This is an optimization exercise on Yosys and OpenROAD, whose aim is small area, a short achievable clock period and few clock cycles, not a production implementation. At most, simulation tests tie the RTL to the original design; equivalence was not proved. No functional check of the RTL was part of runs 1 to 6. No activity file was given, so power comes from the tool's default toggle rates.

$ cat flow/run.sh
#!/bin/bash
# synth_recipe.tcl (not shown) runs the flow's synth.tcl, then flattens the netlist and writes it again
# the make line also repeats each setting of config.mk as NAME=value (left out here)
make -C /OpenROAD-flow-scripts/flow DESIGN_CONFIG=/design/flow/config.mk WORK_HOME=/design/flow/orfs CLKGATE_MAP_FILE= SYNTH_SCRIPT=/design/flow/synth_recipe.tcl finish
$ cat flow/config.mk
export PLATFORM = sky130hd
export DESIGN_NAME = MIPS_Stack
export DESIGN_NICKNAME = MIPS_Stack
export VERILOG_FILES = /design/flow/design.v
export SDC_FILE = /design/flow/constraint.sdc
export NUM_CORES = 4
export LEC_CHECK = 0
export ABC_CLOCK_PERIOD_IN_PS = 2000
export CAP_MARGIN = 20
export CORE_MARGIN = 2
export CORE_UTILIZATION = 40
export SETUP_SLACK_MARGIN = 4.0
export SLEW_MARGIN = 20
$ cat flow/constraint.sdc
create_clock -name core_clock -period 6.0 [get_ports {clk}]
set_input_delay 1.2000 -clock core_clock [delete_from_list [all_inputs] [get_ports {clk}]]
set_output_delay 1.2000 -clock core_clock [all_outputs]
set_load 0.01 [all_outputs]
$ cat flow/design.v
module Stack (clk, hold, up, dn, top_in, top, second);
    input clk;
    input hold, up, dn;           
    input [7:0] top_in;           
    output [7:0] top, second;
    reg [7:0] s [0:31];
    always @(posedge clk)
        s[0] <= top_in;
    genvar i;
    generate
        for (i = 1; i < 32; i = i + 1) begin : g
            always @(posedge clk)
                s[i] <= ~(({8{hold}} & ~s[i]) | ({8{up}} & ~s[i-1]) | ({8{dn}} & ~s[(i+1) % 32]));
        end
    endgenerate
    assign top = s[0];
    assign second = s[1];
endmodule
module MIPS_Stack(input clk, rst,
	output [4:0] mem_addr,
	output [7:0] mem_wdata,
	output mem_write,
	input [7:0] mem_rdata);
	reg [4:0] addr;      
	reg [4:0] ret;       
	reg       pushc;     
	reg       popc;      
	reg [7:0] wdata;     
	wire fetch = ~pushc & ~popc;
	wire [2:0] op = mem_rdata[7:5];
	wire [4:0] x  = mem_rdata[4:0];
	wire [7:0] T, N;
	wire tz = ~|T;
	wire s_add  = fetch & (op == 3'b000);
	wire s_sub  = fetch & (op == 3'b001);
	wire s_and  = fetch & (op == 3'b010);
	wire s_not  = fetch & (op == 3'b011);
	wire s_hold = fetch & op[2];
	wire is_bin = fetch & ~op[2] & ~(op[1] & op[0]);
	wire is_mem = fetch & op[2] & ~op[1];               
	wire to_x   = op[2] & (~op[1] | ~op[0] | tz);       
	wire [4:0] addr_inc = addr + 5'd1;
	wire [4:0] addr_n = ~fetch ? ret : (to_x ? x : addr_inc);
	always @(posedge clk, posedge rst) begin
		if (rst) begin
			addr  <= 5'd0;
			pushc <= 1'b0;
			popc  <= 1'b0;
		end else begin
			addr  <= addr_n;
			pushc <= is_mem & ~op[0];
			popc  <= is_mem & op[0];
		end
	end
	always @(posedge clk) begin
		if (fetch)
			ret <= addr_inc;
		wdata <= T;
	end
	wire [7:0] sum  = N + T;
	wire [7:0] diff = N - T;
	wire up   = pushc;
	wire dn   = popc | is_bin;
	wire hold = ~up & ~dn;
	wire [7:0] top_in = ({8{pushc}}  & mem_rdata) |
	                    ({8{popc}}   & N) |
	                    ({8{s_add}}  & sum) |
	                    ({8{s_sub}}  & diff) |
	                    ({8{s_and}}  & (N & T)) |
	                    ({8{s_not}}  & ~T) |
	                    ({8{s_hold}} & T);
	Stack stack(clk, hold, up, dn, top_in, T, N);
	assign mem_addr  = addr;
	assign mem_write = popc;
	assign mem_wdata = wdata;
endmodule
==> summary.md, run 1 <==
| Metric | Value |
|---|---|
| Arr. time, crit path | `1.14 ns` |
| Site Rows | `60` |
| Worst Clk Skew | `0.00947 ns` |
| Global placer's final weighted congestion | `0.830` |
| GRT Overall Usage | `0.181` |
| RR Startpoint | `popc` |
| Leakage | `6.60 nW` |
| Primary flip-flop cell chosen by synthesis mapping | `dfxtp_1` |
| Cell type group with the largest total delay on the critical path | `flip-flops` |
| First-pass GRT wire length | `43300 µm` |
| Ports | `24` |
| CTS tree | `done` |
| Transition time of the tightest slew-check pin | `0.932 ns` |
| Cell taking the most area after synthesis | `dfxtp_1` |
| Vias in the first global route | `8705` |
| RSZ-0062 raised after global routing | `true` |
| Placed wire-length estimate | `11800 µm` |
| R2r worst-path depth | `8` |
| Height of the die | `170 µm` |
| Crit. End Element | `output pin` |
| Total wirelength of the detailed-routed design | `31300 µm` |
| Share of synthesized area occupied by flip-flops and latches | `0.511` |
| Clock buffer count from CTS | `28` |
| CTS sink cnt | `276` |
| Number of buffers inserted for hold repair after clock tree synthesis | `0` |
| Slowest stage delay, CP | `0.49 ns` |
| Starting DRC count in detailed routing | `792` |
| Largest cells by area after synthesis | `dfxtp_1, o22ai_1, a21oi_1, inv_1, buf_2` |
| Cell with the largest stage delay on the worst path | `dfrtp_4` |
| Top cell type's share of synthesized area | `0.482` |
| Die width | `170 µm` |
| Post-Syn Instances | `1286` |
| Hold Path Class | `reg -> reg` |
| WHS Path Cells | `0` |
| Number of nets in the final layout | `1324` |
| Vias | `9390` |
| Routed vias/inst | `5.68` |
| Max VDD drop | `0.000211 V` |
| Pin count of the biggest net entering global routing | `111` |
| Port Buffers | `23` |
| Synth-to-layout area growth | `21.8%` |
| Count leader, synth | `dfxtp_1` |
| Clock slew seen by the registers of the worst setup and hold paths | `0.06 ns` |
| Initial Utilization | `0.407` |
| Number of nets produced by synthesis | `1314` |
| Power density over cell area | `511 nW/µm²` |
| Clock latency reported for the late side of the worst-skew pair | `0.54 ns` |
| Max Root-Sink Buffers | `3` |
| Startpoint class of the critical path | `flip-flop` |
| Share of final-layout standard cells stronger than drive strength 1 | `0.140` |
| Final routed wire length divided by cell count | `18.9 µm` |
| Count of buffer and inverter cells on the critical path | `1` |
| Outcome | `timing/DRC/antenna clean` |
| Ordered list of cells on the worst path | `buf_6` |
| Number of diodes added for antenna fixing | `0` |
| Sum of internal, switching and leakage power | `6.83 mW` |
| Post-synth cell types | `53` |
| Post-synthesis sequential element count | `276` |
| Global route total overflow | `0` |
| Total standard cell area after synthesis | `11000 µm²` |
| Total of endpoints with negative setup slack in the final report | `0` |
| Number of max-capacitance violations reported | `0` |
| Capture endpoint of the worst hold path | `wdata[3]` |
| DRT Pass-1 Iters | `5` |
| Highest fanout seen on the critical path | `2` |
| Hold Vio Cnt, Final | `0` |
| Final min period | `2.34 ns` |
| Count of flip-flops with a built-in enable after synthesis | `5` |
| Required time worst endpoint | `4.80 ns` |
| Fmax | `428 MHz` |
| Async set-reset flop share out of synthesis | `0.0254` |
| Internal reg-to-reg setup slack | `3.98 ns` |
| Floorplan core area | `27000 µm²` |
| Share of the clock period used by the worst path after layout | `0.390` |
| Die outline area | `28800 µm²` |
| Residual antenna-violating net count after detailed routing | `0` |
| Max-slew violations | `0` |
| Critical hold path startpoint | `stack.s[0][3]` |
| Clock tree root driver cell | `clkbuf_16` |
| Synthesis warning total | `3` |
| Max_slew headroom | `0.379` |
| Average cell area after synthesis | `8.53 µm²` |
| Initial antenna violation count | `0` |
| Setup TNS | `0 ns` |
| DRC viols | `0` |
| Worst R2R End | `stack.s[25][1]` |
| CTS H-Tree Depth | `1` |
| Most instantiated cells after synthesis | `dfxtp_1, a21oi_1, inv_1` |
| Kind of critical path | `reg -> out` |
## stage by stage
step                worst slack (ns)   util  std cells  hold slack, ns  cell area (µm²)
floorplan                       3.77      -       1286           0.393            11400
global placement                2.09  0.425       1558           0.433            11500
detailed placement              2.07  0.425       1558           0.439            11500
CTS                             3.64  0.473       1631           0.433            12700
global route                    3.63  0.496       1654           0.444            13400
finish                          3.66  0.496       1654           0.435            13400
## state kept, by name, summed over array words and instances (netlist names)
| register | flops |
|---|---|
| pushc | 1 |
| ret | 5 |
| popc | 1 |
| stack.s | 256 |
| wdata | 8 |
| addr | 5 |
## worst register-to-register path: cells and delay by family, from the launching register on
kind | cells | cell delay [ns]
AND/OR/NAND/NOR | 1 | 0.29
flip-flops | 1 | 0.49
AO/OA/AOI/OAI | 3 | 0.38
buffers and inverters | 4 | 0.71
## report_power, final
| group | internal [mW] | total (mW) | switching [mW] |
|---|---|---|---|
| Combinational | 0.937 | 1.94 | 1.01 |
| Clock | 0.985 | 1.68 | 0.692 |
| Sequential | 2.58 | 3.21 | 0.631 |
| Total | 4.50 | 6.83 | 2.33 |
## repair_timing
action,4_1_cts,5_1_grt
cloned,9,19
endpoints found under the setup margin,277,223
buffers inserted,17,4
gates resized for setup,108,46
endpoints found under the hold margin,0,0
pin swaps,3,3
## cell type report
type,count,area (µm²)
Sequential cell,276,5630
Timing Repair Buffer,76,1090
Clock buffer,46,840
Fill cell,2463,13600
Multi-Input combinational cell,654,4360
Tap cell,341,427
Inverter,260,983
Clock inverter,1,30.0
## worst max-delay path by stage
stage,startpoint,to,slack [ns],cells past startpoint
2_1_floorplan,mem_rdata[7],stack.s[0][6],3.77,6
3_3_place_gp,mem_rdata[5],stack.s[25][4],2.09,7
3_5_place_dp,mem_rdata[5],stack.s[7][6],2.07,6
4_1_cts,popc,mem_write,3.64,1
5_1_grt,popc,mem_write,3.63,1
6_report,popc,mem_write,3.66,1
## kinds of logic after synthesis
kind of cell	synth area share
AOI/OAI and AO/OA	0.298
buffers and inverters	0.130
DFF	0.511
and+or+nand+nor	0.0273
adders and majority gates	0.0219
muxes	0.00639
xor gates and xnor gates	0.00479
## routing by layer
metal  vias to the layer above  wire length [µm]  GRT usage  share of wire
met5                         -                 0          0              0
met3                        62              1680     0.0294          0.054
li1                       4541                 -          -              -
met4                         0               812     0.0476          0.026
met1                      4521             14300      0.234           0.46
met2                       266             14500      0.313           0.46
## placed cells by master (no fill, tap or decap), types with 4 or more instances in the layout
cell and count:
a21oi_1 258, buf_12 5, buf_16 11, buf_2 11, buf_4 17, buf_6 13, clkbuf_1 12, clkbuf_16 39
clkbuf_8 5, clkdlybuf4s50_1 6, dfrtp_1 5, dfxtp_1 258, edfxtp_1 5, ha_1 12, inv_1 258, mux2i_1 7
nand2_1 18, nand3_1 7, nor2_1 10, o21ai_0 14, o221ai_2 5, o22ai_1 205, o22ai_2 44, xnor2_1 4
==> run 2: changes to the inputs <==
--- a/flow/config.mk
+++ b/flow/config.mk
@@ -5,9 +5,9 @@
 export SDC_FILE = /design/flow/constraint.sdc
 export NUM_CORES = 4
 export LEC_CHECK = 0
-export ABC_CLOCK_PERIOD_IN_PS = 2000
+export ABC_CLOCK_PERIOD_IN_PS = 2400
 export CAP_MARGIN = 20
 export CORE_MARGIN = 2
 export CORE_UTILIZATION = 40
-export SETUP_SLACK_MARGIN = 4.0
+export SETUP_SLACK_MARGIN = 3.6
 export SLEW_MARGIN = 20
==> summary.md, run 2 <==
| Metric | Value |
|---|---|
| Share of the clock period used by the worst path after layout | `0.395` |
| CTS tree | `done` |
| CTS H-Tree Depth | `1` |
| Async set-reset flop share out of synthesis | `0.0254` |
| Residual antenna-violating net count after detailed routing | `0` |
| Count leader, synth | `dfxtp_1` |
| Slowest stage delay, CP | `0.40 ns` |
| Filler cells | `2526` |
| Final routed wire length divided by cell count | `14.6 µm` |
| Port Buffers | `23` |
| Share of final-layout standard cells stronger than drive strength 1 | `0.0746` |
| Post-synthesis sequential element count | `276` |
| Clock buffer count from CTS | `29` |
| Synthesis warning total | `3` |
| Fmax | `422 MHz` |
| Number of buffers inserted for hold repair after clock tree synthesis | `0` |
| Largest register by flop count | `stack.s` |
| Power density over cell area | `525 nW/µm²` |
| Floorplan core area | `27000 µm²` |
| DRT Pass-1 Iters | `5` |
| Max Root-Sink Buffers | `3` |
| Total wirelength of the detailed-routed design | `23800 µm` |
| Share of synthesized area occupied by flip-flops and latches | `0.511` |
| Outcome | `timing/DRC/antenna clean` |
| Flip-flop count of the largest register, all copies and words added | `256` |
| Global-route met1 utilization | `0.220` |
| Transition time of the tightest slew-check pin | `0.771 ns` |
| Ordered list of cells on the worst path | `clkdlybuf4s15_2` |
| Global placer's final weighted congestion | `0.849` |
| Crit. End Element | `output pin` |
| Sequential cell area | `5620 µm²` |
| Clock slew seen by the registers of the worst setup and hold paths | `0.06 ns` |
| Multi-input combinational cell area | `3990 µm²` |
| Final min period | `2.37 ns` |
| Total standard cell area after synthesis | `11000 µm²` |
| Total net switching power | `2.15 mW` |
| Arr. time, crit path | `1.17 ns` |
| Placed wire-length estimate | `11800 µm` |
| Die outline area | `28800 µm²` |
| Clock latency reported for the late side of the worst-skew pair | `0.53 ns` |
| Startpoint class of the critical path | `flip-flop` |
| Fraction of power spent switching nets | `0.325` |
| Max-slew violations | `0` |
| Portion of total power attributed to sequential cells | `0.475` |
| Leakage | `6.34 nW` |
| GRT Overall Usage | `0.163` |
| Synth-to-layout area growth | `14.6%` |
| Vias in the first global route | `8261` |
| Max VDD drop | `0.000216 V` |
| Count of buffer and inverter cells on the critical path | `1` |
| Largest cells by area after synthesis | `dfxtp_1, o22ai_1, a21oi_1, inv_1, buf_2` |
| Met3 usage in global routing | `0.0268` |
| Primary flip-flop cell chosen by synthesis mapping | `dfxtp_1` |
| DRC viols | `0` |
| Post-Syn Instances | `1286` |
| Max_slew headroom | `0.481` |
| CTS sink cnt | `276` |
| Routed vias/inst | `5.36` |
| Cell with the largest stage delay on the worst path | `dfrtp_1` |
| Most crowded layer after global routing | `met2` |
| WHS Path Cells | `0` |
| Count of flip-flops with a built-in enable after synthesis | `5` |
| Setup TNS | `0 ns` |
| Final setup slack of the worst path | `3.63 ns` |
| R2r worst-path depth | `8` |
| Number of nets in the final layout | `1298` |
| Total of endpoints with negative setup slack in the final report | `0` |
| Hold Path Class | `reg -> reg` |
| Worst Clk Skew | `0.0115 ns` |
| RSZ-0062 raised after global routing | `true` |
| Post-Place Setup Slack | `1.85 ns` |
| Pin count of the biggest net entering global routing | `111` |
| Average cell area after synthesis | `8.53 µm²` |
| Kind of critical path | `reg -> out` |
| Highest fanout seen on the critical path | `2` |
| Initial Utilization | `0.407` |
| Leading registers by flop count | `stack.s x256, wdata x8` |
| Fraction of met2 tracks used by global routing | `0.269` |
| Post-synth cell types | `53` |
| Post-route cell area | `12600 µm²` |
| Top cell type's share of synthesized area | `0.482` |
| Portion of total power attributed to combinational logic | `0.257` |
| Vias | `8728` |
| Die width | `170 µm` |
| Post-DP Area | `11300 µm²` |
| Required time worst endpoint | `4.80 ns` |
| Number of gates on the worst path with buffers counted | `1` |
| Most frequent cells in the layout | `dfxtp_1, a21oi_1, inv_1, o22ai_1, clkbuf_16` |
| Cell taking the most area after synthesis | `dfxtp_1` |
| Clock tree root driver cell | `clkbuf_16` |
| Starting DRC count in detailed routing | `605` |
| Hold Vio Cnt, Final | `0` |
| First-pass GRT wire length | `39900 µm` |
| Site Rows | `60` |
| Height of the die | `170 µm` |
| Initial antenna violation count | `0` |
| Internal power | `4.46 mW` |
| Clock network fraction of design power | `0.268` |
| Number of diodes added for antenna fixing | `0` |
| Cell type group with the largest total delay on the critical path | `flip-flops` |
| Most instantiated cells after synthesis | `dfxtp_1, a21oi_1, inv_1` |
| Number of nets produced by synthesis | `1314` |
| Ports | `24` |
| Most frequent standard cell in the layout excluding fill and tap cells | `dfxtp_1` |
| Number of max-capacitance violations reported | `0` |
| Global route total overflow | `0` |
==> run 2: cell counts after synthesis <==
Identical to the previous run, type by type.
==> run 2: cell type report <==
cell class,instances,share of cell area
sequential,276,0.447
multi-input combinational,655,0.317
inverter,260,0.0776
clock buffer,38,0.0653
timing repair buffer,48,0.0494
tap,341,0.0339
clock inverter,10,0.00995
==> run 2: stage by stage <==
stage / util / instances / power [mW] / hold WS (ns)
2_1_floorplan: - / 1286 / 4.33 / 0.393
3_3_place_gp: 0.419 / 1560 / 4.75 / 0.429
3_5_place_dp: 0.419 / 1560 / 4.79 / 0.447
4_1_cts: 0.465 / 1625 / 6.64 / 0.454
5_1_grt: 0.467 / 1628 / 7.08 / 0.464
6_report: 0.467 / 1628 / 6.61 / 0.457
==> run 2: final timing paths <==
path | slack, ns | start | to
hold / removal | 0.46 | stack.s[0][1] | wdata[1]
hold reg to reg | 0.46 | stack.s[0][1] | wdata[1]
setup reg to reg | 3.77 | popc | stack.s[29][6]
setup / recovery | 3.63 | addr[0] | mem_addr[0]
min in group asynchronous | 0.91 | rst | addr[1]
max in group asynchronous | 4.84 | rst | pushc
==> run 2: repair_timing <==
action,CTS,global route
cloned,5,0
pin swaps,2,0
resized for setup,51,6
setup buffers,12,2
setup endpoints to repair,275,10
==> run 2: logic make-up after synthesis <==
kind of cell | after synthesis | synth area share
AOI/OAI and AO/OA | 563 | 0.298
and+or+nand+nor | 60 | 0.0273
xor gates and xnor gates | 6 | 0.00479
buffers and inverters | 356 | 0.130
adders and majority gates | 18 | 0.0219
DFF | 276 | 0.511
muxes | 7 | 0.00639
==> run 2: worst register-to-register path, stage by stage, from the launching register on <==
cell	delay [ns]
dfrtp_4	0.47
buf_4	0.20
or2_4	0.34
inv_2	0.20
o21ai_4	0.09
buf_12	0.16
bufbuf_16	0.34
o22ai_1	0.22
a21oi_1	0.06
==> run 2: layer usage <==
metal	part of all wire	vias up	wire (µm)
li1	-	4474	-
met1	0.49	4050	11600
met2	0.45	169	10600
met3	0.042	35	992
met4	0.023	0	551
met5	0	-	0
==> run 2: power by group through the flow <==
stage / Clock (mW) / Sequential (mW) / Combinational [mW]
3_3_place_gp: 0 / 3.17 / 1.58
3_5_place_dp: 0 / 3.18 / 1.61
2_1_floorplan: 0 / 3.03 / 1.30
4_1_cts: 1.82 / 3.14 / 1.68
6_report: 1.77 / 3.14 / 1.69
5_1_grt: 1.90 / 3.23 / 1.95
==> run 3: changes to the inputs <==
--- a/flow/design.v
+++ b/flow/design.v
@@ -26,43 +26,55 @@
 	reg       pushc;     
 	reg       popc;      
 	reg [7:0] wdata;     
+	reg [4:0] waddr;     
+	reg       wvalid;    
 	wire fetch = ~pushc & ~popc;
 	wire [2:0] op = mem_rdata[7:5];
 	wire [4:0] x  = mem_rdata[4:0];
 	wire [7:0] T, N;
 	wire tz = ~|T;
+	wire hit = wvalid & (x == waddr);
 	wire s_add  = fetch & (op == 3'b000);
 	wire s_sub  = fetch & (op == 3'b001);
 	wire s_and  = fetch & (op == 3'b010);
 	wire s_not  = fetch & (op == 3'b011);
-	wire s_hold = fetch & op[2];
+	wire s_fwd  = fetch & (op == 3'b100) & hit;         
+	wire s_hold = fetch & op[2] & ~(~op[1] & ~op[0] & hit);
 	wire is_bin = fetch & ~op[2] & ~(op[1] & op[0]);
-	wire is_mem = fetch & op[2] & ~op[1];               
-	wire to_x   = op[2] & (~op[1] | ~op[0] | tz);       
+	wire is_pop = fetch & (op == 3'b101);
+	wire is_push = fetch & (op == 3'b100) & ~hit;
+	wire to_x   = op[2] & (op[1] | op[0] | ~hit) & (~op[1] | ~op[0] | tz);
 	wire [4:0] addr_inc = addr + 5'd1;
 	wire [4:0] addr_n = ~fetch ? ret : (to_x ? x : addr_inc);
 	always @(posedge clk, posedge rst) begin
 		if (rst) begin
-			addr  <= 5'd0;
-			pushc <= 1'b0;
-			popc  <= 1'b0;
+			addr   <= 5'd0;
+			pushc  <= 1'b0;
+			popc   <= 1'b0;
+			wvalid <= 1'b0;
 		end else begin
-			addr  <= addr_n;
-			pushc <= is_mem & ~op[0];
-			popc  <= is_mem & op[0];
+			addr   <= addr_n;
+			pushc  <= is_push;
+			popc   <= is_pop;
+			if (is_pop)
+				wvalid <= 1'b1;
 		end
 	end
 	always @(posedge clk) begin
 		if (fetch)
 			ret <= addr_inc;
-		wdata <= T;
+		if (is_pop) begin
+			wdata <= T;
+			waddr <= x;
+		end
 	end
 	wire [7:0] sum  = N + T;
 	wire [7:0] diff = N - T;
-	wire up   = pushc;
+	wire up   = pushc | s_fwd;
 	wire dn   = popc | is_bin;
 	wire hold = ~up & ~dn;
 	wire [7:0] top_in = ({8{pushc}}  & mem_rdata) |
+	                    ({8{s_fwd}}  & wdata) |
 	                    ({8{popc}}   & N) |
 	                    ({8{s_add}}  & sum) |
 	                    ({8{s_sub}}  & diff) |
--- a/flow/config.mk
+++ b/flow/config.mk
@@ -9,5 +9,7 @@
 export CAP_MARGIN = 20
 export CORE_MARGIN = 2
 export CORE_UTILIZATION = 40
+export CTS_CLUSTER_DIAMETER = 100
+export CTS_CLUSTER_SIZE = 30
 export SETUP_SLACK_MARGIN = 3.6
 export SLEW_MARGIN = 20
==> summary.md, run 3 <==
| Metric | Value |
|---|---|
| Outcome | `timing/DRC/antenna clean` |
| Met3 usage in global routing | `0.0250` |
| Count of buffer and inverter cells on the critical path | `2` |
| Clock latency reported for the late side of the worst-skew pair | `0.49 ns` |
| Synth-to-layout area growth | `16.4%` |
| Global route total overflow | `0` |
| Count of flip-flops with a built-in enable after synthesis | `18` |
| Vias in the first global route | `8558` |
| Most instantiated cells after synthesis | `nor2_1, dfxtp_1, o22ai_1` |
| Residual antenna-violating net count after detailed routing | `0` |
| Most frequent cells in the layout | `nor2_1, dfxtp_1, o22ai_1, buf_4, nand2_1` |
| Clock slew seen by the registers of the worst setup and hold paths | `0.11 ns` |
| Initial antenna violation count | `0` |
| Fmax | `404 MHz` |
| Cell with the largest stage delay on the worst path | `a221o_1` |
| Hold_ws | `0.471 ns` |
| Post-route cell area | `12900 µm²` |
| CTS H-Tree Depth | `1` |
| Pin count of the biggest net entering global routing | `64` |
| Total wirelength of the detailed-routed design | `30400 µm` |
| Transition time of the tightest slew-check pin | `0.920 ns` |
| WHS Path Cells | `2` |
| Count leader, synth | `nor2_1` |
| First-pass GRT wire length | `46300 µm` |
| Max-slew violations | `0` |
| Number of buffers inserted for hold repair after clock tree synthesis | `0` |
| Crit. End Element | `flip-flop` |
| CTS sink cnt | `282` |
| Die width | `171 µm` |
| Leading registers by flop count | `stack.s x256, wdata x8` |
| Vias | `9501` |
| Async set-reset flop share out of synthesis | `0.0284` |
| Ordered list of cells on the worst path | `buf_6 > xnor2_4 > nand4_1 > buf_4 > nor4_4 > nor2_4 > a221o_1 > a211o_1` |
| Die outline area | `29100 µm²` |
| Global-route met1 utilization | `0.275` |
| Clock buffer count from CTS | `13` |
| Number of diodes added for antenna fixing | `0` |
| Slowest stage delay, CP | `0.33 ns` |
| Leakage | `4.86 nW` |
| Initial Utilization | `0.403` |
| Total of endpoints with negative setup slack in the final report | `0` |
| Cell type group with the largest total delay on the critical path | `compound AO/OA/AOI/OAI gates` |
| Hold Path Class | `reg -> reg` |
| Sum of internal, switching and leakage power | `6.42 mW` |
| Height of the die | `171 µm` |
| Cell taking the most area after synthesis | `dfxtp_1` |
| Placed wire-length estimate | `12400 µm` |
| CTS tree | `done` |
| Post-synthesis sequential element count | `282` |
| Site Rows | `61` |
| Startpoint class of the critical path | `input port` |
| Routed vias/inst | `5.59` |
| Primary flip-flop cell chosen by synthesis mapping | `dfxtp_1` |
| GRT Overall Usage | `0.197` |
| R2r worst-path depth | `10` |
| Share of the clock period used by the worst path after layout | `0.413` |
| Final min period | `2.48 ns` |
| Max_slew headroom | `0.386` |
| Share of final-layout standard cells stronger than drive strength 1 | `0.103` |
| Number of max-capacitance violations reported | `0` |
| Ports | `24` |
| Most frequent standard cell in the layout excluding fill and tap cells | `nor2_1` |
| Top cell type's share of synthesized area | `0.461` |
| Number of nets produced by synthesis | `1334` |
| Synthesis warning total | `3` |
| Final routed wire length divided by cell count | `17.9 µm` |
| Port Buffers | `23` |
| Max Root-Sink Buffers | `3` |
| Largest cells by area after synthesis | `dfxtp_1, nor2_1, o22ai_1, edfxtp_1, dfrtp_1` |
| Final Core Density | `0.470` |
| RSZ-0062 raised after global routing | `true` |
| Number of nets in the final layout | `1347` |
| Post-Syn Instances | `1306` |
| DRC viols | `0` |
| Global placer's final weighted congestion | `0.832` |
| Kind of critical path | `in -> reg` |
| Max VDD drop | `0.000263 V` |
| Average cell area after synthesis | `8.51 µm²` |
| Fraction of met2 tracks used by global routing | `0.330` |
| Number of gates on the worst path with buffers counted | `8` |
| Power density over cell area | `496 nW/µm²` |
| Largest register by flop count | `stack.s` |
| Floorplan core area | `27600 µm²` |
| Arr. time, crit path | `2.86 ns` |
| Clock tree root driver cell | `clkbuf_16` |
| Hold Vio Cnt, Final | `0` |
| Post-synth cell types | `52` |
| Starting DRC count in detailed routing | `966` |
| Setup TNS | `0 ns` |
| Worst Clk Skew | `0.0165 ns` |
| Flip-flop count of the largest register, all copies and words added | `256` |
| Total standard cell area after synthesis | `11100 µm²` |
| Most crowded layer after global routing | `met2` |
| Post-DP Area | `11500 µm²` |
| Share of synthesized area occupied by flip-flops and latches | `0.528` |
| DRT Pass-1 Iters | `6` |
| Highest fanout seen on the critical path | `4` |
| Required time worst endpoint | `6.38 ns` |
## run 3: cell types whose count changed after synthesis, sizes merged, moves of 6 or more
cell	change
dfxtp	-8
a21oi	-251
o221ai	-6
buf	+29
inv	-244
edfxtp	+13
clkbuf	-33
xnor2	+10
nor2	+498
## run 3: worst paths after layout
kind | slack, ns | end | from
min in group asynchronous | 0.96 | addr[4] | rst
max | 3.52 | stack.s[0][7] | mem_rdata[1]
min reg2reg | 0.47 | addr[0] | ret[0]
max in group asynchronous | 4.78 | pushc | rst
max reg2reg | 3.61 | stack.s[25][1] | popc
min | 0.47 | addr[0] | ret[0]
## run 3: cells by family (layout without fill, tap and decap cells)
logic type,after synthesis,after routing,synth area share
AO/OA/AOI/OAI,306,306,0.176
XOR/XNOR,15,15,0.0118
adder cells (fa/ha/maj),18,18,0.0216
buffers and inverters,108,113,0.0540
flip-flops,282,282,0.528
multiplexers,10,10,0.0104
AND/OR/NAND/NOR,567,577,0.199
## run 3: repair_timing
action | CTS | global route
resized for setup | 97 | 41
pin swaps | 10 | 16
hold endpoints to repair | 0 | 0
setup endpoints to repair | 290 | 276
setup buffers | 25 | 11
cloned | 19 | 9
## run 3: area by class of cell
class                   instances  area [µm²]
flip-flops and latches        282        5870
repair buffers                 80        1090
inverters                      16        65.1
clock buffers                  15         333
well taps                     378         473
fillers                      2595       14600
clock inverters                 2        20.0
multi-input cells             926        5100
## run 3: layer usage
layer | vias to the layer above | part of all wire
li1 | 4596 | -
met2 | 228 | 0.47
met4 | 0 | 0.015
met1 | 4647 | 0.47
met3 | 30 | 0.048
met5 | - | 0
## run 3: report_power, final
part / total (mW) / internal [mW] / switching, mW
clock: 0.993 / 0.408 / 0.585
sequential: 3.52 / 2.77 / 0.754
combinational: 1.91 / 0.956 / 0.951
## run 3: worst register-to-register path, cell delays in order (launching register included)
cell and delay, ns:
dfrtp_2 0.44, buf_4 0.21, or2_4 0.30, inv_6 0.11, nand3_4 0.12, o31a_4 0.42
buf_12 0.21, buf_12 0.24, nand2_4 0.16, nor2_1 0.06, nor2_1 0.09
## run 3: metrics by stage
step | std cells | worst slack (ns)
after floorplan | 1306 | 3.49
after global placement | 1618 | 1.83
after detailed placement | 1618 | 1.84
after CTS | 1679 | 3.60
after global routing | 1699 | 3.50
final | 1699 | 3.52
==> run 4: changes to the inputs <==
--- a/flow/config.mk
+++ b/flow/config.mk
@@ -9,7 +9,5 @@
 export CAP_MARGIN = 20
 export CORE_MARGIN = 2
 export CORE_UTILIZATION = 40
-export CTS_CLUSTER_DIAMETER = 100
-export CTS_CLUSTER_SIZE = 30
 export SETUP_SLACK_MARGIN = 3.6
 export SLEW_MARGIN = 20
==> summary.md, run 4 <==
| Metric | Value |
|---|---|
| Outcome | `timing/DRC/antenna clean` |
| Synthesis warning total | `3` |
| CTS sink cnt | `282` |
| Number of nets produced by synthesis | `1334` |
| Required time worst endpoint | `6.42 ns` |
| Routed vias/inst | `5.68` |
| Slowest stage delay, CP | `0.46 ns` |
| Vias in the first global route | `8586` |
| Number of diodes added for antenna fixing | `0` |
| Post-Syn Instances | `1306` |
| Hold Vio Cnt, Final | `0` |
| Residual antenna-violating net count after detailed routing | `0` |
| Post-Place Setup Slack | `1.84 ns` |
| Number of nets in the final layout | `1375` |
| Crit. End Element | `flip-flop` |
| Average cell area after synthesis | `8.51 µm²` |
| Count of flip-flops with a built-in enable after synthesis | `18` |
| Leading registers by flop count | `stack.s x256, wdata x8` |
| Total of endpoints with negative setup slack in the final report | `0` |
| Fmax | `399 MHz` |
| Kind of critical path | `in -> reg` |
| Filler cells | `2441` |
| Transition time of the tightest slew-check pin | `0.568 ns` |
| Die outline area | `29100 µm²` |
| Starting DRC count in detailed routing | `944` |
| Max VDD drop | `0.000336 V` |
| Highest fanout seen on the critical path | `8` |
| Most instantiated cells after synthesis | `nor2_1, dfxtp_1, o22ai_1` |
| Final routed wire length divided by cell count | `19.1 µm` |
| Clock buffer count from CTS | `30` |
| Arr. time, crit path | `2.93 ns` |
| First-pass GRT wire length | `45600 µm` |
| Share of synthesized area occupied by flip-flops and latches | `0.528` |
| Floorplan core area | `27600 µm²` |
| Largest family of logic cells by synthesized area | `simple AND/OR/NAND/NOR gates` |
| Clock latency reported for the late side of the worst-skew pair | `0.56 ns` |
| Initial antenna violation count | `0` |
| Port Buffers | `23` |
| Primary flip-flop cell chosen by synthesis mapping | `dfxtp_1` |
| Post-synthesis sequential element count | `282` |
| Adder-cell area share of the yosys netlist | `0.0216` |
| Max_slew headroom | `0.621` |
| Site Rows | `61` |
| Number of max-capacitance violations reported | `0` |
| Global placer's final weighted congestion | `0.832` |
| Leakage | `5.38 nW` |
| Startpoint class of the critical path | `input port` |
| Post-synth cell types | `52` |
| Max-slew violations | `0` |
| CTS H-Tree Depth | `1` |
| Hold Path Class | `reg -> reg` |
| Clock tree root driver cell | `clkbuf_16` |
| Synth-to-layout area growth | `28.5%` |
| Cell with the largest stage delay on the worst path | `o31a_4` |
| Die width | `171 µm` |
| Global route total overflow | `0` |
| DRT Pass-1 Iters | `6` |
| Final setup slack of the worst path | `3.50 ns` |
| Largest register by flop count | `stack.s` |
| Total standard cell area after synthesis | `11100 µm²` |
| Synthesized-area fraction occupied by ao, oa, aoi and oai cells | `0.176` |
| Simple-gate share of the synthesized area | `0.199` |
| Count leader, synth | `nor2_1` |
| Max Root-Sink Buffers | `3` |
| Multiplexer fraction of the synthesized cell area | `0.0104` |
| Largest cells by area after synthesis | `dfxtp_1, nor2_1, o22ai_1, edfxtp_1, dfrtp_1` |
| Final min period | `2.50 ns` |
| Flip-flop count of the largest register, all copies and words added | `256` |
| Ports | `24` |
| Total wirelength of the detailed-routed design | `33400 µm` |
| Clock slew seen by the registers of the worst setup and hold paths | `0.06 ns` |
| Pin count of the biggest net entering global routing | `126` |
| Most frequent cells in the layout | `nor2_1, dfxtp_1, o22ai_1, o22ai_2, clkbuf_16` |
| Top cell type's share of synthesized area | `0.461` |
| Worst Clk Skew | `0.0349 ns` |
| Power density over cell area | `530 nW/µm²` |
| Cell taking the most area after synthesis | `dfxtp_1` |
| Placed wire-length estimate | `12400 µm` |
| GRT Overall Usage | `0.193` |
| Setup TNS | `0 ns` |
| Ordered list of cells on the worst path | `buf_12 > xnor2_4 > nand4_1 > buf_4 > o31a_4 > buf_6 > clkbuf_16 > o22ai_1 > nor2_1` |
| Most frequent standard cell in the layout excluding fill and tap cells | `nor2_1` |
| Initial Utilization | `0.403` |
| Share of final-layout standard cells stronger than drive strength 1 | `0.176` |
| Share of the clock period used by the worst path after layout | `0.417` |
| Number of buffers inserted for hold repair after clock tree synthesis | `0` |
| XOR/XNOR share of the synthesized area | `0.0118` |
| CTS tree | `done` |
| Async set-reset flop share out of synthesis | `0.0284` |
| Vias | `9919` |
| RSZ-0062 raised after global routing | `true` |
| DRC viols | `0` |
| Height of the die | `171 µm` |
[run 4: cell counts after synthesis]
Identical to the previous run, type by type.
[run 4: cells by family (layout without fill, tap and decap cells)]
kind of cell             count (synthesis)  in the layout
AO/OA/AOI/OAI                          306            307
AND/OR/NAND/NOR                        567            576
multiplexers                            10             10
XOR/XNOR                                15             15
adder cells (fa/ha/maj)                 18             18
buffers and inverters                  108            160
flip-flops                             282            282
[run 4: worst max-delay path, delay by kind of cell]
family	cells	cell delay, ns
xor gates and xnor gates	1	0.15
and+or+nand+nor	2	0.29
AOI/OAI and AO/OA	2	0.61
buffers and inverters	4	0.67
[run 4: final cells by class]
| class | count | area [µm²] | share of cell area |
|---|---|---|---|
| flip-flops and latches | 282 | 5870 | 0.411 |
| multi-input cells | 926 | 5550 | 0.388 |
| repair buffers | 91 | 1330 | 0.0927 |
| clock buffers | 40 | 861 | 0.0603 |
| well taps | 378 | 473 | 0.0331 |
| clock inverters | 13 | 151 | 0.0106 |
| inverters | 16 | 62.6 | 0.00438 |
[run 4: report_power, final]
part | leakage [nW] | switching, mW | internal, mW
clock | 0.501 | 0.763 | 1.13
combinational | 2.48 | 1.00 | 1.05
sequential | 2.40 | 0.847 | 2.78
[run 4: what timing repair did]
item / in CTS / in global routing
cloned: 18 / 23
buffers inserted: 23 / 11
resized for setup: 118 / 115
endpoints found under the hold margin: 0 / 0
pin swaps: 7 / 46
setup endpoints to repair: 290 / 257
[run 4: routing by layer]
| metal | GRT usage | up-vias | part of all wire |
|---|---|---|---|
| met4 | 0.0520 | 0 | 0.030 |
| met3 | 0.0289 | 71 | 0.067 |
| met2 | 0.315 | 318 | 0.46 |
| li1 | - | 4678 | - |
| met5 | 0 | - | 0 |
| met1 | 0.266 | 4852 | 0.45 |
[run 4: path summary, 6_finish.rpt]
check	end	from	slack, ns	cells past startpoint
max	stack.s[6][2]	mem_rdata[0]	3.50	9
min	addr[0]	ret[0]	0.46	2
max reg2reg	stack.s[6][3]	popc	3.63	9
min reg2reg	addr[0]	ret[0]	0.46	2
max in group asynchronous	popc	rst	4.85	2
min in group asynchronous	addr[4]	rst	0.89	2
[run 4: per-stage QoR]
| stage | hold WS (ns) | power [mW] | utilization | instance area, µm² | std cells |
|---|---|---|---|---|---|
| 3_3_place_gp | 0.437 | 5.18 | 0.416 | 11500 | 1618 |
| 3_5_place_dp | 0.455 | 5.23 | 0.416 | 11500 | 1618 |
| 6_report | 0.463 | 7.58 | 0.519 | 14300 | 1746 |
| 4_1_cts | 0.469 | 7.23 | 0.475 | 13100 | 1712 |
| 2_1_floorplan | 0.432 | 4.81 | - | 11500 | 1306 |
| 5_1_grt | 0.488 | 8.05 | 0.519 | 14300 | 1746 |
==> run 5: changes to the inputs <==
==> flow/design.v (replaced) <==
module Stack (clk, hold, up, dn, top_in, top, second);
    input clk;
    input hold, up, dn;           
    input [7:0] top_in;           
    output [7:0] top, second;
    reg [7:0] s [0:31];
    always @(posedge clk)
        s[0] <= top_in;
    genvar i;
    generate
        for (i = 1; i < 32; i = i + 1) begin : g
            always @(posedge clk)
                s[i] <= ~(({8{hold}} & ~s[i]) | ({8{up}} & ~s[i-1]) | ({8{dn}} & ~s[(i+1) % 32]));
        end
    endgenerate
    assign top = s[0];
    assign second = s[1];
endmodule
module MIPS_Stack(input clk, rst,
	output [4:0] mem_addr,
	output [7:0] mem_wdata,
	output mem_write,
	input [7:0] mem_rdata);
	reg [4:0] addr;      
	reg [4:0] ret;       
	reg r_add, r_sub, r_and, r_not;
	reg r_pushm;         
	reg r_pushf;         
	reg r_pop;           
	reg z;               
	reg [7:0] wdata;     
	reg [4:0] waddr;     
	reg       wvalid;    
	wire [7:0] T, N;
	wire fa = ~r_pushm & ~r_pop;
	wire [2:0] op = mem_rdata[7:5];
	wire [4:0] x  = mem_rdata[4:0];
	wire hit = wvalid & (x == waddr);
	wire hold = ~(r_add | r_sub | r_and | r_not | r_pushm | r_pushf | r_pop);
	wire [7:0] sum  = N + T;
	wire [7:0] diff = N - T;
	wire [7:0] top_in = ({8{r_pushm}} & mem_rdata) |
	                    ({8{r_pushf}} & wdata) |
	                    ({8{r_pop}}   & N) |
	                    ({8{r_add}}   & sum) |
	                    ({8{r_sub}}   & diff) |
	                    ({8{r_and}}   & (N & T)) |
	                    ({8{r_not}}   & ~T) |
	                    ({8{hold}}    & T);
	wire [7:0] nt_or = N | T;
	wire z_sum = ~|(N ^ T ^ {nt_or[6:0], 1'b0});
	wire z_next = (r_pushm & ~|mem_rdata) |
	              (r_pushf & ~|wdata) |
	              (r_pop   & ~|N) |
	              (r_add   & z_sum) |
	              (r_sub   & (N == T)) |
	              (r_and   & ~|(N & T)) |
	              (r_not   & (&T)) |
	              (hold    & z);
	wire j_add   = fa & (op == 3'b000);
	wire j_sub   = fa & (op == 3'b001);
	wire j_and   = fa & (op == 3'b010);
	wire j_not   = fa & (op == 3'b011);
	wire j_pushf = fa & (op == 3'b100) & hit;
	wire j_pushm = fa & (op == 3'b100) & ~hit;
	wire j_pop   = fa & (op == 3'b101);
	wire to_x    = (op == 3'b101) | ((op == 3'b100) & ~hit) | (op == 3'b110) |
	               ((op == 3'b111) & z_next);
	wire [4:0] addr_inc = addr + 5'd1;
	wire [4:0] addr_n = ~fa ? ret : (to_x ? x : addr_inc);
	always @(posedge clk, posedge rst) begin
		if (rst) begin
			addr    <= 5'd0;
			r_add   <= 1'b0;
			r_sub   <= 1'b0;
			r_and   <= 1'b0;
			r_not   <= 1'b0;
			r_pushm <= 1'b0;
			r_pushf <= 1'b0;
			r_pop   <= 1'b0;
			wvalid  <= 1'b0;
		end else begin
			addr    <= addr_n;
			r_add   <= j_add;
			r_sub   <= j_sub;
			r_and   <= j_and;
			r_not   <= j_not;
			r_pushm <= j_pushm;
			r_pushf <= j_pushf;
			r_pop   <= j_pop;
			if (j_pop)
				wvalid <= 1'b1;
		end
	end
	always @(posedge clk) begin
		z <= z_next;
		if (fa)
			ret <= addr_inc;
		if (j_pop) begin
			wdata <= top_in;
			waddr <= x;
		end
	end
	wire up = r_pushm | r_pushf;
	wire dn = r_pop | r_add | r_sub | r_and;
	Stack stack(clk, ~up & ~dn, up, dn, top_in, T, N);
	assign mem_addr  = addr;
	assign mem_write = r_pop;
	assign mem_wdata = wdata;
endmodule
==> flow/config.mk (replaced) <==
export PLATFORM = sky130hd
export DESIGN_NAME = MIPS_Stack
export DESIGN_NICKNAME = MIPS_Stack
export VERILOG_FILES = /design/flow/design.v
export SDC_FILE = /design/flow/constraint.sdc
export NUM_CORES = 4
export LEC_CHECK = 0
export ABC_CLOCK_PERIOD_IN_PS = 2100
export CAP_MARGIN = 20
export CORE_MARGIN = 2
export CORE_UTILIZATION = 40
export CTS_CLUSTER_DIAMETER = 100
export CTS_CLUSTER_SIZE = 30
export SETUP_SLACK_MARGIN = 3.9
export SLEW_MARGIN = 20
==> summary.md, run 5 <==
| Metric | Value |
|---|---|
| Outcome | `timing/DRC/antenna clean` |
| Post-Place Setup Slack | `2.61 ns` |
| Number of max-capacitance violations reported | `0` |
| Kind of critical path | `reg -> out` |
| Met3 WL post-DR | `1460 µm` |
| Initial antenna violation count | `0` |
| Primary flip-flop cell chosen by synthesis mapping | `dfxtp_1` |
| Uppermost signal routing layer after detailed routing | `met4` |
| Flip-flop count of the largest register, all copies and words added | `256` |
| Hold Vio Cnt, Final | `0` |
| Number of nets produced by synthesis | `1393` |
| RSZ-0062 raised after global routing | `true` |
| Average cell area after synthesis | `8.44 µm²` |
| Hold Path Class | `reg -> reg` |
| Placed wire-length estimate | `13500 µm` |
| Die width | `173 µm` |
| Highest fanout seen on the critical path | `2` |
| Port Buffers | `23` |
| RR Startpoint | `r_pop` |
| Clock latency reported for the late side of the worst-skew pair | `0.49 ns` |
| Cell type group with the largest total delay on the critical path | `flip-flops` |
| Startpoint class of the critical path | `flip-flop` |
| Async set-reset flop share out of synthesis | `0.0451` |
| Hold_ws | `0.483 ns` |
| CTS sink cnt | `288` |
| Die outline area | `30000 µm²` |
| Max Root-Sink Buffers | `3` |
| Post-synthesis sequential element count | `288` |
| Count leader, synth | `nor2_1` |
| Total of endpoints with negative setup slack in the final report | `0` |
| Cell taking the most area after synthesis | `dfxtp_1` |
| Site Rows | `61` |
| Ports | `24` |
| Synth-to-layout area growth | `17.5%` |
| Clock slew seen by the registers of the worst setup and hold paths | `0.12 ns` |
| Non-filler instance count after layout | `1767` |
| Clock buffer count from CTS | `13` |
| Leakage | `5.02 nW` |
| Post-Syn Instances | `1358` |
| DRC viols | `0` |
| Worst R2R End | `addr[4]` |
| Worst Clk Skew | `0.0136 ns` |
| Internal reg-to-reg setup slack | `3.69 ns` |
| Worst setup path end | `mem_wdata[1]` |
| Top cell type's share of synthesized area | `0.449` |
| Met2 wire len | `12600 µm` |
| Final setup slack of the worst path | `3.68 ns` |
| DRT Pass-1 Iters | `5` |
| Floorplan core area | `28000 µm²` |
| Arr. time, crit path | `1.12 ns` |
| Pin count of the biggest net entering global routing | `129` |
| Max-slew violations | `0` |
| Required time worst endpoint | `4.80 ns` |
| Total standard cell area after synthesis | `11500 µm²` |
| Number of diodes added for antenna fixing | `0` |
| CTS H-Tree Depth | `1` |
| Post-synth cell types | `51` |
| Max VDD drop | `0.000229 V` |
| GRT Overall Usage | `0.163` |
| Most frequent cells in the layout | `nor2_1, o22ai_1, dfxtp_1, buf_4, edfxtp_1` |
| Max_slew headroom | `0.346` |
| WHS Path Cells | `2` |
| Initial Utilization | `0.409` |
| Ordered list of cells on the worst path | `buf_2` |
| R2r worst-path depth | `8` |
| Transition time of the tightest slew-check pin | `0.980 ns` |
| Largest register by flop count | `stack.s` |
| Share of final-layout standard cells stronger than drive strength 1 | `0.150` |
| Most frequent standard cell in the layout excluding fill and tap cells | `nor2_1` |
| Power density over cell area | `534 nW/µm²` |
| Fmax | `430 MHz` |
| Leading registers by flop count | `stack.s x256, wdata x8` |
| Global route total overflow | `0` |
| Cell with the largest stage delay on the worst path | `edfxtp_1` |
| Final routed wire length divided by cell count | `15.7 µm` |
| Global placer's final weighted congestion | `0.843` |
| M1 wire length | `13000 µm` |
| Placed instance count | `1666` |
| Most instantiated cells after synthesis | `nor2_1, dfxtp_1, o22ai_1` |
| Synthesis warning total | `3` |
| Count of flip-flops with a built-in enable after synthesis | `18` |
| Clock tree root driver cell | `clkbuf_16` |
| Vias | `9679` |
| Final Core Density | `0.481` |
| Routed vias/inst | `5.48` |
| Starting DRC count in detailed routing | `831` |
| Number of gates on the worst path with buffers counted | `1` |
| CTS tree | `done` |
| Number of buffers inserted for hold repair after clock tree synthesis | `0` |
| Number of nets in the final layout | `1421` |
| Launching element of the worst setup path | `wdata[1]` |
| Share of the clock period used by the worst path after layout | `0.387` |
| Final min period | `2.32 ns` |
| Crit. End Element | `output pin` |
| Count of buffer and inverter cells on the critical path | `1` |
| Vias in the first global route | `8333` |
| Residual antenna-violating net count after detailed routing | `0` |
| First-pass GRT wire length | `42400 µm` |
| Slowest stage delay, CP | `0.46 ns` |
| Setup TNS | `0 ns` |
| Largest cells by area after synthesis | `dfxtp_1, nor2_1, o22ai_1, edfxtp_1, dfrtp_1` |
| Height of the die | `173 µm` |
| Total wirelength of the detailed-routed design | `27700 µm` |
| Share of synthesized area occupied by flip-flops and latches | `0.525` |
run 5: cell types whose count changed after synthesis, moves of 9 or more:
cell      change
nor2_1       -13
buf_1        -20
buf_2        -22
inv_1        +14
a22oi_1       +9
o21ai_1       -9
clkbuf_1     +73
buf_6        -15
buf_4        -11
xor2_1       +11
nand4_1      +11
run 5: how the worst min path moves through the flow:
| stage | startpoint | end | slack [ns] |
|---|---|---|---|
| floorplan | stack.s[31][0] | stack.s[31][0] | 0.44 |
| global placement | stack.s[31][4] | stack.s[31][4] | 0.45 |
| detailed placement | stack.s[31][6] | stack.s[31][6] | 0.46 |
| CTS | stack.s[31][6] | stack.s[31][6] | 0.49 |
| global route | stack.s[31][6] | stack.s[31][6] | 0.50 |
| finish | stack.s[31][6] | stack.s[31][6] | 0.48 |
run 5: stage by stage:
step	power [mW]	instance area (µm²)
after floorplan	4.98	11500
after global placement	5.48	11900
after detailed placement	5.52	11900
after CTS	6.81	12800
after global routing	7.67	13500
final	7.18	13500
run 5: what timing repair did:
item                       CTS  global route
buffers inserted            30            44
cloned                       6             3
pin swaps                   23            42
resized for setup          165            67
setup endpoints to repair  300           210
run 5: worst min-delay path: cells and delay by family, from the launching register on:
kind             cells  cell delay, ns
DFF                  1            0.34
and+or+nand+nor      2            0.12
run 5: power by group:
part | internal, mW | switching (mW) | leakage (nW)
sequential | 2.86 | 0.731 | 2.46
clock | 0.448 | 0.585 | 0.185
combinational | 1.27 | 1.29 | 2.37
run 5: per-layer routing:
| layer | global-route usage | up-vias |
|---|---|---|
| li1 | - | 4818 |
| met5 | 0 | - |
| met1 | 0.233 | 4578 |
| met2 | 0.262 | 247 |
| met3 | 0.0226 | 36 |
| met4 | 0.0357 | 0 |
run 5: cell type report:
cell class              count  area (µm²)
well taps                 378         473
fillers                  2595       14600
inverters                  27         126
clock inverters             3        41.3
flip-flops and latches    288        6070
repair buffers            107        1020
clock buffers              15         333
multi-input cells         949        5400
run 5: cells by family after synthesis:
group,Yosys count,synth area share
and+or+nand+nor,578,0.206
AOI/OAI and AO/OA,318,0.180
DFF,288,0.525
buffers and inverters,124,0.0418
adders and majority gates,25,0.0286
xor gates and xnor gates,23,0.0176
muxes,2,0.00175
==> run 6: changes to the inputs <==
==> flow/config.mk (replaced) <==
export PLATFORM = sky130hd
export DESIGN_NAME = MIPS_Stack
export DESIGN_NICKNAME = MIPS_Stack
export VERILOG_FILES = /design/flow/design.v
export SDC_FILE = /design/flow/constraint.sdc
export NUM_CORES = 4
export LEC_CHECK = 0
export ABC_CLOCK_PERIOD_IN_PS = 2300
export CAP_MARGIN = 20
export CORE_MARGIN = 2
export CORE_UTILIZATION = 40
export CTS_CLUSTER_DIAMETER = 100
export CTS_CLUSTER_SIZE = 30
export SETUP_SLACK_MARGIN = 3.7
export SLEW_MARGIN = 20
==> summary.md, run 6 <==
| Metric | Value |
|---|---|
| Hold Path Class | `reg -> reg` |
| Ordered list of cells on the worst path | `buf_2` |
| Worst Clk Skew | `0.0129 ns` |
| Number of nets in the final layout | `1390` |
| Synth-to-layout area growth | `12.7%` |
| Largest cells by area after synthesis | `dfxtp_1, nor2_1, o22ai_1, edfxtp_1, dfrtp_1` |
| Share of synthesized area occupied by flip-flops and latches | `0.525` |
| CTS tree | `done` |
| Hold Vio Cnt, Final | `0` |
| Clock buffer count from CTS | `13` |
| Highest fanout seen on the critical path | `2` |
| Height of the die | `173 µm` |
| Post-synthesis sequential element count | `288` |
| Total wirelength of the detailed-routed design | `25100 µm` |
| Initial Utilization | `0.409` |
| WHS Path Cells | `2` |
| Post-DP Area | `11900 µm²` |
| Capture endpoint of the worst hold path | `stack.s[31][4]` |
| DRT Pass-1 Iters | `5` |
| Outcome | `timing/DRC/antenna clean` |
| Worst R2R End | `addr[3]` |
| RSZ-0062 raised after global routing | `true` |
| Port Buffers | `23` |
| Primary flip-flop cell chosen by synthesis mapping | `dfxtp_1` |
| Number of nets produced by synthesis | `1393` |
| Cell type group with the largest total delay on the critical path | `flip-flops` |
| Count leader, synth | `nor2_1` |
| Crit. End Element | `output pin` |
| Async set-reset flop share out of synthesis | `0.0451` |
| Routed vias/inst | `5.41` |
| Largest register by flop count | `stack.s` |
| Placed wire-length estimate | `13800 µm` |
| Fmax | `434 MHz` |
| Cell taking the most area after synthesis | `dfxtp_1` |
| Number of diodes added for antenna fixing | `0` |
| Max_slew headroom | `0.507` |
| Global route total overflow | `0` |
| Max Root-Sink Buffers | `3` |
| Initial antenna violation count | `0` |
| Most frequent cells in the layout | `nor2_1, o22ai_1, dfxtp_1, buf_4, inv_1` |
| Placed instance count | `1667` |
| Count of flip-flops with a built-in enable after synthesis | `18` |
| Count of buffer and inverter cells on the critical path | `1` |
| Ports | `24` |
| Clock latency reported for the late side of the worst-skew pair | `0.49 ns` |
| DRC viols | `0` |
| Clock slew seen by the registers of the worst setup and hold paths | `0.12 ns` |
| Site Rows | `61` |
| Pin count of the biggest net entering global routing | `256` |
| Vias | `9391` |
| Slowest stage delay, CP | `0.45 ns` |
| Startpoint class of the critical path | `flip-flop` |
| Number of max-capacitance violations reported | `0` |
| Power density over cell area | `533 nW/µm²` |
| Launching element of the worst setup path | `wdata[3]` |
| Max-slew violations | `0` |
| GRT Overall Usage | `0.159` |
| RR Startpoint | `stack.s[0][1]` |
| CTS H-Tree Depth | `1` |
| Max VDD drop | `0.000190 V` |
| Post-synth cell types | `51` |
| Number of buffers inserted for hold repair after clock tree synthesis | `0` |
| Residual antenna-violating net count after detailed routing | `0` |
| Top cell type's share of synthesized area | `0.449` |
| Global placer's final weighted congestion | `0.862` |
| Non-filler instance count after layout | `1736` |
| Share of the clock period used by the worst path after layout | `0.384` |
| Leading registers by flop count | `stack.s x256, wdata x8` |
| Most frequent standard cell in the layout excluding fill and tap cells | `nor2_1` |
| Flip-flop count of the largest register, all copies and words added | `256` |
| Post-Syn Instances | `1358` |
| Arr. time, crit path | `1.10 ns` |
| Post-route cell area | `12900 µm²` |
| Required time worst endpoint | `4.80 ns` |
| Total of endpoints with negative setup slack in the final report | `0` |
| Floorplan core area | `28000 µm²` |
| Critical hold path startpoint | `stack.s[31][4]` |
| Setup TNS | `0 ns` |
| Internal reg-to-reg setup slack | `3.70 ns` |
| Clock tree root driver cell | `clkbuf_16` |
| First-pass GRT wire length | `42000 µm` |
| Synthesis warning total | `3` |
| R2r worst-path depth | `8` |
| Share of final-layout standard cells stronger than drive strength 1 | `0.113` |
| Average cell area after synthesis | `8.44 µm²` |
| CTS sink cnt | `288` |
| Starting DRC count in detailed routing | `869` |
| Vias in the first global route | `8576` |
| Kind of critical path | `reg -> out` |
| Most instantiated cells after synthesis | `nor2_1, dfxtp_1, o22ai_1` |
| Final routed wire length divided by cell count | `14.5 µm` |
| Leakage | `4.79 nW` |
| Transition time of the tightest slew-check pin | `0.740 ns` |
| Die outline area | `30000 µm²` |
| Total standard cell area after synthesis | `11500 µm²` |
| Die width | `173 µm` |
| Cell with the largest stage delay on the worst path | `edfxtp_1` |
| Final min period | `2.30 ns` |
==> run 6: cell type report <==
cell class                 instances  area [µm²]
tap                              378         473
multi-input combinational        949        5270
clock buffer                      16         347
timing repair buffer              76         631
clock inverter                     2        13.8
sequential                       288        6070
fill                            2662       15100
inverter                          27         110
==> run 6: tightest hold or removal path, stage by stage (launching register included) <==
cell and delay (ns):
dfxtp_1 0.35, nor2_1 0.05, nor2_1 0.07
==> run 6: kinds of logic (layout without fill, tap and decap cells) <==
logic type | count (synthesis) | after routing | synth area share
multiplexers | 2 | 2 | 0.00175
AO/OA/AOI/OAI | 318 | 318 | 0.180
flip-flops | 288 | 288 | 0.525
XOR/XNOR | 23 | 23 | 0.0176
adder cells (fa/ha/maj) | 25 | 25 | 0.0286
buffers and inverters | 124 | 121 | 0.0418
AND/OR/NAND/NOR | 578 | 581 | 0.206
==> run 6: report_power, final <==
| part | internal (mW) | switching, mW |
|---|---|---|
| logic | 1.11 | 1.19 |
| registers | 2.86 | 0.713 |
| clock network | 0.418 | 0.584 |
| total | 4.39 | 2.49 |
==> run 6: stage by stage <==
step | hold WS, ns | power (mW) | setup slack [ns] | utilization
2_1_floorplan | 0.441 | 4.97 | 3.38 | -
3_3_place_gp | 0.457 | 5.47 | 2.61 | 0.424
3_5_place_dp | 0.465 | 5.53 | 2.58 | 0.424
4_1_cts | 0.491 | 6.72 | 3.64 | 0.453
5_1_grt | 0.518 | 7.40 | 3.59 | 0.461
6_report | 0.491 | 6.88 | 3.70 | 0.461
==> run 6: timing repair <==
item | CTS | global route
gates cloned | 3 | 1
setup buffers | 34 | 13
gates resized for setup | 148 | 34
pin swaps | 20 | 18
setup endpoints to repair | 296 | 262
==> run 6: how the worst max path moves through the flow <==
stage | to | slack, ns | depth (start not counted)
after floorplan | addr[1] | 3.38 | 6
after global placement | addr[1] | 2.61 | 7
after detailed placement | addr[1] | 2.58 | 7
after CTS | mem_write | 3.64 | 1
after global routing | wdata[6] | 3.59 | 9
final | mem_wdata[3] | 3.70 | 1
==> run 6: layer usage <==
metal / share of wire / GRT usage / wire length (µm)
met1: 0.50 / 0.230 / 12500
met4: 0.013 / 0.0353 / 333
met3: 0.049 / 0.0270 / 1240
met5: 0 / 0 / 0
met2: 0.44 / 0.250 / 11000
==> run 7: changes to the inputs <==
--- a/flow/design.v
+++ b/flow/design.v
@@ -27,6 +27,8 @@
 	reg r_pushm;         
 	reg r_pushf;         
 	reg r_pop;           
+	reg r_up, r_dn, r_hold;  
+	reg [7:0] wout;      
 	reg z;               
 	reg [7:0] wdata;     
 	reg [4:0] waddr;     
@@ -36,7 +38,7 @@
 	wire [2:0] op = mem_rdata[7:5];
 	wire [4:0] x  = mem_rdata[4:0];
 	wire hit = wvalid & (x == waddr);
-	wire hold = ~(r_add | r_sub | r_and | r_not | r_pushm | r_pushf | r_pop);
+	wire hold = r_hold & ~r_not;
 	wire [7:0] sum  = N + T;
 	wire [7:0] diff = N - T;
 	wire [7:0] top_in = ({8{r_pushm}} & mem_rdata) |
@@ -64,10 +66,11 @@
 	wire j_pushf = fa & (op == 3'b100) & hit;
 	wire j_pushm = fa & (op == 3'b100) & ~hit;
 	wire j_pop   = fa & (op == 3'b101);
-	wire to_x    = (op == 3'b101) | ((op == 3'b100) & ~hit) | (op == 3'b110) |
-	               ((op == 3'b111) & z_next);
+	wire to_x    = (op == 3'b101) | ((op == 3'b100) & ~hit) | (op == 3'b110);
+	wire j_jz    = fa & (op == 3'b111);
 	wire [4:0] addr_inc = addr + 5'd1;
-	wire [4:0] addr_n = ~fa ? ret : (to_x ? x : addr_inc);
+	wire [4:0] addr_b = ~fa ? ret : (to_x ? x : addr_inc);
+	wire [4:0] addr_n = (j_jz & z_next) ? x : addr_b;
 	always @(posedge clk, posedge rst) begin
 		if (rst) begin
 			addr    <= 5'd0;
@@ -78,6 +81,9 @@
 			r_pushm <= 1'b0;
 			r_pushf <= 1'b0;
 			r_pop   <= 1'b0;
+			r_up    <= 1'b0;
+			r_dn    <= 1'b0;
+			r_hold  <= 1'b1;
 			wvalid  <= 1'b0;
 		end else begin
 			addr    <= addr_n;
@@ -88,12 +94,16 @@
 			r_pushm <= j_pushm;
 			r_pushf <= j_pushf;
 			r_pop   <= j_pop;
+			r_up    <= j_pushm | j_pushf;
+			r_dn    <= j_pop | j_add | j_sub | j_and;
+			r_hold  <= ~(j_pushm | j_pushf | j_pop | j_add | j_sub | j_and);
 			if (j_pop)
 				wvalid <= 1'b1;
 		end
 	end
 	always @(posedge clk) begin
 		z <= z_next;
+		wout <= j_pop ? top_in : 8'h00;
 		if (fa)
 			ret <= addr_inc;
 		if (j_pop) begin
@@ -101,10 +111,8 @@
 			waddr <= x;
 		end
 	end
-	wire up = r_pushm | r_pushf;
-	wire dn = r_pop | r_add | r_sub | r_and;
-	Stack stack(clk, ~up & ~dn, up, dn, top_in, T, N);
+	Stack stack(clk, r_hold, r_up, r_dn, top_in, T, N);
 	assign mem_addr  = addr;
 	assign mem_write = r_pop;
-	assign mem_wdata = wdata;
+	assign mem_wdata = wout;
 endmodule
==> flow/config.mk (replaced) <==
export PLATFORM = sky130hd
export DESIGN_NAME = MIPS_Stack
export DESIGN_NICKNAME = MIPS_Stack
export VERILOG_FILES = /design/flow/design.v
export SDC_FILE = /design/flow/constraint.sdc
export NUM_CORES = 4
export LEC_CHECK = 0
export ABC_CLOCK_PERIOD_IN_PS = 2100
export CAP_MARGIN = 20
export CORE_MARGIN = 2
export CORE_UTILIZATION = 40
export CTS_CLUSTER_DIAMETER = 100
export CTS_CLUSTER_SIZE = 30
export SETUP_SLACK_MARGIN = 3.85
export SLEW_MARGIN = 20
==> summary.md, run 7 <==
| Metric | Value |
|---|---|
| GRT Overall Usage | `0.151` |
| Count of buffer and inverter cells on the critical path | `1` |
| CTS tree | `done` |
| Initial Utilization | `0.408` |
| Power density over cell area | `470 nW/µm²` |
| Clock latency reported for the late side of the worst-skew pair | `0.50 ns` |
| Number of max-capacitance violations reported | `0` |
| Clock buffer count from CTS | `14` |
| Die width | `175 µm` |
| WHS Path Cells | `2` |
| DRT Pass-1 Iters | `15` |
| Ordered list of cells on the worst path | `buf_6` |
| Vias in the first global route | `7939` |
| R2r worst-path depth | `7` |
| Async set-reset flop share out of synthesis | `0.0535` |
| Share of final-layout standard cells stronger than drive strength 1 | `0.128` |
| Max Root-Sink Buffers | `3` |
| Synth-to-layout area growth | `11.2%` |
| Routed vias/inst | `5.99` |
| Port Buffers | `23` |
| Max_slew headroom | `0.265` |
| Flip-flop count of the largest register, all copies and words added | `256` |
| Post-synthesis sequential element count | `299` |
| Most frequent standard cell in the layout excluding fill and tap cells | `inv_1` |
| Arr. time, crit path | `1.07 ns` |
| Placed wire-length estimate | `13700 µm` |
| Average cell area after synthesis | `10.4 µm²` |
| Post-Syn Instances | `1130` |
| Site Rows | `62` |
| Setup TNS | `0 ns` |
| Hold_ws | `0.479 ns` |
| Count leader, synth | `inv_1` |
| Floorplan core area | `28800 µm²` |
| Final routed wire length divided by cell count | `16.2 µm` |
| Startpoint class of the critical path | `flip-flop` |
| Clock slew seen by the registers of the worst setup and hold paths | `0.11 ns` |
| DRC viols | `0` |
| RSZ-0062 raised after global routing | `true` |
| CTS H-Tree Depth | `1` |
| Global route total overflow | `0` |
| Primary flip-flop cell chosen by synthesis mapping | `dfxtp_1` |
| Slowest stage delay, CP | `0.45 ns` |
| Post-synth cell types | `55` |
| Leading registers by flop count | `stack.s x256, wdata x8, wout x8` |
| Share of synthesized area occupied by flip-flops and latches | `0.532` |
| Number of nets produced by synthesis | `1167` |
| Number of gates on the worst path with buffers counted | `1` |
| Hold Vio Cnt, Final | `0` |
| Non-filler instance count after layout | `1491` |
| Placed instance count | `1440` |
| Total wirelength of the detailed-routed design | `24200 µm` |
| Pin count of the biggest net entering global routing | `235` |
| Outcome | `timing/DRC/antenna clean` |
| Worst Clk Skew | `0.0234 ns` |
| Cell taking the most area after synthesis | `dfxtp_1` |
| Max-slew violations | `0` |
| Transition time of the tightest slew-check pin | `1.10 ns` |
| Fmax | `440 MHz` |
| Hold Path Class | `reg -> reg` |
| Starting DRC count in detailed routing | `1602` |
| Number of buffers inserted for hold repair after clock tree synthesis | `0` |
| Count of flip-flops with a built-in enable after synthesis | `18` |
| Cell type group with the largest total delay on the critical path | `flip-flops` |
| Synthesis warning total | `3` |
| Share of the clock period used by the worst path after layout | `0.379` |
| First-pass GRT wire length | `39700 µm` |
| Required time worst endpoint | `4.80 ns` |
| Clock tree root driver cell | `clkbuf_16` |
| Total of endpoints with negative setup slack in the final report | `0` |
| CTS sink cnt | `299` |
| Height of the die | `175 µm` |
| Cell with the largest stage delay on the worst path | `dfrtp_2` |
| Number of nets in the final layout | `1139` |
| Kind of critical path | `reg -> out` |
| Largest cells by area after synthesis | `dfxtp_1, a222oi_1, inv_1, edfxtp_1, dfrtp_1` |
| Largest register by flop count | `stack.s` |
| Residual antenna-violating net count after detailed routing | `0` |
| Die outline area | `30700 µm²` |
| Most instantiated cells after synthesis | `inv_1, dfxtp_1, a222oi_1` |
| Max VDD drop | `0.000193 V` |
| Highest fanout seen on the critical path | `2` |
| Global placer's final weighted congestion | `0.862` |
| Leakage | `6.37 nW` |
| Crit. End Element | `output pin` |
| Most frequent cells in the layout | `inv_1, a222oi_1, dfxtp_1, buf_4, edfxtp_1` |
| Vias | `8938` |
| Ports | `24` |
| Final min period | `2.27 ns` |
| Number of diodes added for antenna fixing | `0` |
| Initial antenna violation count | `0` |
| Total standard cell area after synthesis | `11700 µm²` |
| Top cell type's share of synthesized area | `0.452` |
==> run 7: cell count changes in the layout (fill, tap and decap cells not counted), sizes merged, moves of 6 or more <==
cell    change
a22oi      -12
nor2      -486
buf        -20
inv       +241
xor2        -6
nor3        +8
dfxtp       +8
o22ai     -247
a222oi    +253
==> run 7: final timing paths <==
kind                           startpoint             end  slack, ns
min in group asynchronous             rst            r_up       1.09
min reg2reg                stack.s[31][1]  stack.s[31][1]       0.48
min                        stack.s[31][1]  stack.s[31][1]       0.48
max                                 r_pop       mem_write       3.73
max reg2reg                 stack.s[0][5]         addr[2]       3.85
max in group asynchronous             rst            r_dn       4.41
==> run 7: cell type report <==
class                   instances  area, µm²
flip-flops and latches        299       6300
fillers                      2690      15700
clock buffers                  18        397
well taps                     384        480
multi-input cells             463       4300
clock inverters                 3       41.3
repair buffers                 56        520
inverters                     268       1010
==> run 7: per-layer routing <==
metal / track usage / wire (µm) / up-vias
li1: - / - / 4231
met1: 0.216 / 11200 / 4389
met2: 0.237 / 11100 / 277
met3: 0.0199 / 1370 / 41
met4: 0.0469 / 581 / 0
met5: 0 / 0 / -
==> run 7: per-stage QoR <==
stage	utilization	cell area (µm²)	total power, mW	worst slack [ns]
after floorplan	-	11800	4.43	3.57
after global placement	0.422	12200	4.83	2.85
after detailed placement	0.422	12200	4.87	2.82
after CTS	0.448	12900	6.10	3.70
after global routing	0.454	13100	6.59	3.69
final	0.454	13100	6.14	3.73
==> run 7: power breakdown <==
part	leakage [nW]	internal, mW	total (mW)	switching (mW)
combinational	3.60	0.857	2.06	1.20
sequential	2.55	2.74	2.97	0.226
clock	0.214	0.484	1.11	0.628
total	6.37	4.08	6.14	2.06
==> run 7: logic make-up after synthesis <==
| logic type | count (synthesis) | share of synthesized area |
|---|---|---|
| adders and majority gates | 27 | 0.0301 |
| xor gates and xnor gates | 19 | 0.0142 |
| buffers and inverters | 369 | 0.119 |
| muxes | 4 | 0.00352 |
| DFF | 299 | 0.532 |
| and+or+nand+nor | 98 | 0.0476 |
| AOI/OAI and AO/OA | 314 | 0.253 |
==> run 7: worst min-delay path, cell delays in order (launching register included) <==
cell and delay (ns):
dfxtp_1 0.31, inv_1 0.06, a222oi_1 0.06
==> run 7: repair_timing <==
item	CTS	global route
cloned	1	0
setup endpoints to repair	223	45
resized for setup	139	47
setup buffers	21	8
pin swaps	12	22
hold endpoints to repair	0	0
Testbench counts of run 7, summed over its fixed seeds: cycles 38,429.

==> afterwards: timing with drivers on the ports <==
The results above use ideal ports. As a check the final layouts listed here were re-extracted and re-timed, cells and wires unchanged. Step 1, drivers: a clkbuf_16 drives clk and a buf_2 each remaining input, both assumed. Step 2, shift: input delay + t, output delay - t, t = (earliest + latest rising clock arrival at the registers) / 2. This alone moves slack from input paths to output paths. a / b / c = no drivers / after step 1 / after step 2; a / b = the first two.
run | shift t [ns] | slack for setup (ns) | hold slack, ns | worst setup path after step 2
run 1 | 0.579 | 3.662 / 3.613 / 3.408 | 0.435 / 0.435 / 0.435 | input to register
run 2 | 0.575 | 3.631 / 3.584 / 3.114 | 0.457 / 0.457 / 0.457 | input to register
run 3 | 0.525 | 3.523 / 3.539 / 3.014 | 0.471 / 0.471 / 0.471 | input to register
run 4 | 0.591 | 3.496 / 3.492 / 2.901 | 0.463 / 0.463 / 0.463 | input to register
run 5 | 0.528 | 3.675 / 3.628 / 3.175 | 0.483 / 0.483 / 0.483 | input to register
run 6 | 0.524 | 3.695 / 3.649 / 3.203 | 0.491 / 0.491 / 0.491 | input to register
run 7 | 0.538 | 3.725 / 3.677 / 3.284 | 0.479 / 0.479 / 0.479 | input to register
After both steps every run listed still meets setup and hold. For run 4, which loses most, drivers alone change the setup slack by -0.004 ns; drivers and shift together by -0.595 ns.
